Context: an optimization exercise on an open-source flow, tuned for small area. The choices shown serve that exercise and are no tape-out recipe.
Only simulation tests tie the RTL to the original design; equivalence was not proved.
Power and IR drop assume default switching activity.

## Greedy_snake
module Greedy_snake
(
	input Clk,
	input Rst_n,
	input Left,
	input Right,
	input Up,
	input Down,
	output VSYNC_Sig_out,
	output HSYNC_Sig_out,
	output [4:0] VGA_red_o,
	output [5:0] VGA_green_o,
	output [4:0] VGA_blue_o,
	output vga_blank,
	output vga_sync,
	output [7:0] Smg_duan,
	output [3:0] Smg_we
);
	reg [2:0] kc;
	reg [3:0] k2;
	reg       kany;
	reg [1:0] kidx;
	wire kc_s5 = kc[2] & ~kc[1];
	wire kc_s0 = ~kc[2] & ~kc[0];
	wire kc_s1 = ~kc[1] & kc[0];
	wire [3:0] kin = {Down, Up, Right, Left};
	wire [3:0] kfall = k2 & ~kin;
	always @(posedge Clk or negedge Rst_n)
		if (!Rst_n) begin
			kc <= 3'b000;
			k2 <= 4'd0;
			kany <= 1'b0;
		end else begin
			kc <= {kc[1:0], ~kc[2]};
			if (kc_s5) begin
				k2 <= kin;
				kany <= |kfall;
			end
		end
	always @(posedge Clk)
		if (kc_s5)
			kidx <= kfall[0] ? 2'd0 : kfall[1] ? 2'd1 : kfall[2] ? 2'd2 : 2'd3;
	wire key_any = kany & kc_s0;
	reg [1:0] gs;
	wire st_play = gs[0];
	wire st_end = gs[1];
	reg hitw, hitb;
	always @(posedge Clk or negedge Rst_n)
		if (!Rst_n)
			gs <= 2'b00;
		else if (st_end) begin
			if (key_any) gs <= 2'b00;
		end else if (st_play) begin
			if (hitw | hitb) gs <= 2'b10;
		end else begin
			if (key_any) gs <= 2'b01;
		end
	reg [10:0] rnd;
	reg [4:0] ac;
	reg [5:0] ax;
	reg [4:0] ay;
	reg add;
	reg [5:0] hx;    
	reg [4:0] hy;
	wire ac_end = ac[4] & ac[3] & ac[0];
	wire [5:0] rx = rnd[10:5];
	wire [4:0] ry = rnd[4:0];
	always @(posedge Clk or negedge Rst_n)
		if (!Rst_n)
			rnd <= 11'd0;
		else
			rnd <= rnd + 11'd921;
	always @(posedge Clk or negedge Rst_n)
		if (!Rst_n) begin
			ac <= 5'd0;
			ax <= 6'd28;
			ay <= 5'd13;
			add <= 1'b0;
		end else if (ac_end) begin
			ac <= 5'd0;
			if (ax == hx && ay == hy) begin
				add <= 1'b1;
				ax <= (rx > 6'd38) ? (rx - 6'd25) : ((rx == 6'd0) ? 6'd1 : rx);
  ...
Size in the first run: roughly 210 flip-flops, about 38 I/O pins, about 11000 sq um of cells after synthesis.
export LEC_CHECK = 0
export CAP_MARGIN = 20
export CORE_MARGIN = 2
export CORE_UTILIZATION = 40
export PLACE_DENSITY = 0.6
export SLEW_MARGIN = 20
create_clock -name core_clock -period 10.0 [get_ports {Clk}]
standard.sh (not shown) runs the stock make flow with config.mk's settings and CLKGATE_MAP_FILE= SYNTH_SCRIPT=/design/flow/synth_recipe.tcl, a recipe that flattens the netlist after the stock synthesis.
==> flow/flow/run.sh <==
#!/bin/bash
# Layout flow: the standard ORFS flow (standard.sh) with three changes:
#  - synthesis: the standard synthesis script, but the combinational logic
#    is mapped with an area-oriented ABC script (abc_mine.script, no delay
#    target) and without the full-adder extraction; the registers are the
#    standard synthesis's (same passes up to flip-flop mapping);
#  - clock tree: fewer, larger sink clusters of clkbuf_8 and no dummy loads;
#  - port buffers: minimum-size buffers.
# The make output goes to flow_make.log; each ORFS step keeps its own log
# under orfs/logs/.
set -euo pipefail
W=$PWD
export MY_ABC_SCRIPT=$W/flow/abc_mine.script
bash standard.sh \
  "SYNTH_SCRIPT=$W/flow/synth_recipe_area.tcl" \
  "ADDER_MAP_FILE=" \
  "CTS_ARGS=-sink_clustering_enable -repair_clock_nets -dont_use_dummy_load -sink_clustering_size 14 -sink_clustering_max_diameter 70 -buf_list {sky130_fd_sc_hd__clkbuf_8}" \
  "BUFFER_PORTS_ARGS=-buffer_cell sky130_fd_sc_hd__buf_1" \
  finish > flow_make.log 2>&1
==> flow/flow/abc_mine.script <==
strash
&get -n
&fraig -x
&put
scorr
dc2
dretime
strash
&get -n
&dch -f
&nf
&put
==> flow/flow/synth_recipe_area.tcl <==
proc synth {args} { yosys synth -nofsm -noshare {*}$args }
# Map the combinational logic with an area-oriented ABC script (no delay
# target); the registers are the standard synthesis's.
proc abc {args} {
  set i [lsearch -exact $args -script]
  if {$i >= 0} { set args [lreplace $args $i [expr {$i + 1}] -script $::env(MY_ABC_SCRIPT)] }
  set i [lsearch -exact $args -D]
  if {$i >= 0} { set args [lreplace $args $i [expr {$i + 1}]] }
  yosys abc {*}$args
}
source $::env(SCRIPTS_DIR)/synth.tcl
# left out here: clear keep_hierarchy, flatten, clean up, hide names made inside functions, write 1_2_yosys.v
Change:
--- a/flow/flow/run.sh
+++ b/flow/flow/run.sh
@@ -15,5 +15,5 @@
   "SYNTH_SCRIPT=$W/flow/synth_recipe_area.tcl" \
   "ADDER_MAP_FILE=" \
-  "CTS_ARGS=-sink_clustering_enable -repair_clock_nets -dont_use_dummy_load -sink_clustering_size 14 -sink_clustering_max_diameter 70 -buf_list {sky130_fd_sc_hd__clkbuf_8}" \
+  "CTS_ARGS=-sink_clustering_enable -repair_clock_nets -dont_use_dummy_load -sink_clustering_size 24 -sink_clustering_max_diameter 100 -buf_list {sky130_fd_sc_hd__clkbuf_16}" \
   "BUFFER_PORTS_ARGS=-buffer_cell sky130_fd_sc_hd__buf_1" \
   finish > flow_make.log 2>&1
Fmax is higher by 0.82%.
Wire length is lower by 0.87%.
Sequential share of layout area is lower by 0.22 points.

========
Another version of the RTL of Greedy_snake (not shown whole).
Size: about 1100 cells after synthesis, ~38 I/O pins.
clock: 10.0 ns
lec_check: 0
cap_margin: 20
core_margin: 2
core_utilization: 65
place_density: 0.8
slew_margin: 20
==> flow/flow/run.sh <==
#!/bin/bash
# Layout flow: the standard ORFS flow (standard.sh) with three changes:
#  - synthesis: the standard synthesis script, but the combinational logic
#    is mapped with an area-oriented ABC script (abc_mine.script, no delay
#    target) and without the full-adder extraction; the registers are the
#    standard synthesis's (same passes up to flip-flop mapping);
#  - clock tree: fewer, larger sink clusters of clkbuf_8 and no dummy loads;
#  - port buffers: minimum-size buffers.
# The make output goes to flow_make.log; each ORFS step keeps its own log
# under orfs/logs/.
set -euo pipefail
W=$PWD
export MY_ABC_SCRIPT=$W/flow/abc_mine.script
bash standard.sh \
  "SYNTH_SCRIPT=$W/flow/synth_recipe_area.tcl" \
  "ADDER_MAP_FILE=" \
  "CTS_ARGS=-sink_clustering_enable -repair_clock_nets -dont_use_dummy_load -sink_clustering_size 10 -sink_clustering_max_diameter 50 -buf_list {sky130_fd_sc_hd__clkbuf_4}" \
  "BUFFER_PORTS_ARGS=-buffer_cell sky130_fd_sc_hd__buf_1" \
  finish > flow_make.log 2>&1
Scripts as last shown in full above: flow/flow/abc_mine.script, flow/flow/synth_recipe_area.tcl
The first run ran to the end with no violations.
Edit:
--- a/flow/flow/run.sh
+++ b/flow/flow/run.sh
@@ -16,3 +16,3 @@
   "ADDER_MAP_FILE=" \
-  "CTS_ARGS=-sink_clustering_enable -repair_clock_nets -dont_use_dummy_load -sink_clustering_size 10 -sink_clustering_max_diameter 50 -buf_list {sky130_fd_sc_hd__clkbuf_4}" \
+  "CTS_ARGS=-sink_clustering_enable -repair_clock_nets -dont_use_dummy_load -buf_list {sky130_fd_sc_hd__clkbuf_4 sky130_fd_sc_hd__clkbuf_8}" \
   "BUFFER_PORTS_ARGS=-buffer_cell sky130_fd_sc_hd__buf_1" \
The changed run completed with no timing, DRC or antenna violations.
Hold slack improved by 0.0034 ns.
Global-route usage is higher by 0.80 points.
Via count is higher by 0.87%.
First-iteration DRC count is higher by 19%.
Routed wire length is higher by 2.8%.
Synthesized cell count does not change.
Utilization is higher by 1.8 points.
Design area is higher by 2.6%.
Edit:
--- a/flow/flow/run.sh
+++ b/flow/flow/run.sh
@@ -16,3 +16,3 @@
   "ADDER_MAP_FILE=" \
-  "CTS_ARGS=-sink_clustering_enable -repair_clock_nets -dont_use_dummy_load -buf_list {sky130_fd_sc_hd__clkbuf_4 sky130_fd_sc_hd__clkbuf_8}" \
+  "CTS_ARGS=-sink_clustering_enable -repair_clock_nets -dont_use_dummy_load -sink_clustering_size 14 -sink_clustering_max_diameter 70 -buf_list {sky130_fd_sc_hd__clkbuf_8}" \
   "BUFFER_PORTS_ARGS=-buffer_cell sky130_fd_sc_hd__buf_1" \
Worst hold slack degrades by 0.0057 ns.
Cell count came out lower slightly.
Cell area came out lower by a few percent.
Area after synthesis does not change.
Power came out lower by roughly a tenth.
Wire length came out lower by a few percent.
Fmax is about the same.
Worst setup slack hardly moves.
Non-clock buffer count does not change.

[separate check: timing with driven ports]
The results above use ideal ports. As a check the final layouts listed here were re-extracted and re-timed, cells and wires unchanged. Step 1: set_driving_cell puts a clkbuf_16 on Clk and a buf_2 on each other input, an assumption about the parent block. Step 2 also shifts input and output timing later by t, the mid clock arrival at the registers, as if the neighbouring blocks saw the same clock. Three values: no drivers, after step 1, after step 2; two values: the first two.
| run | t, ns | setup slack, ns | cell pins on the clock port's net |
|---|---|---|---|
| the first run of note 1 | 0.555 | 5.465 / 5.420 / 5.975 | 1 |
| the second run of note 1 | 0.506 | 5.501 / 5.456 / 5.961 | 1 |
| the first run of note 2 | 0.674 | 5.340 / 5.302 / 5.671 | 1 |
| the second run of note 2 | 0.536 | 5.444 / 5.406 / 5.699 | 1 |
| the third run of note 2 | 0.533 | 5.447 / 5.405 / 5.634 | 1 |
After both steps every run listed still meets setup and hold.
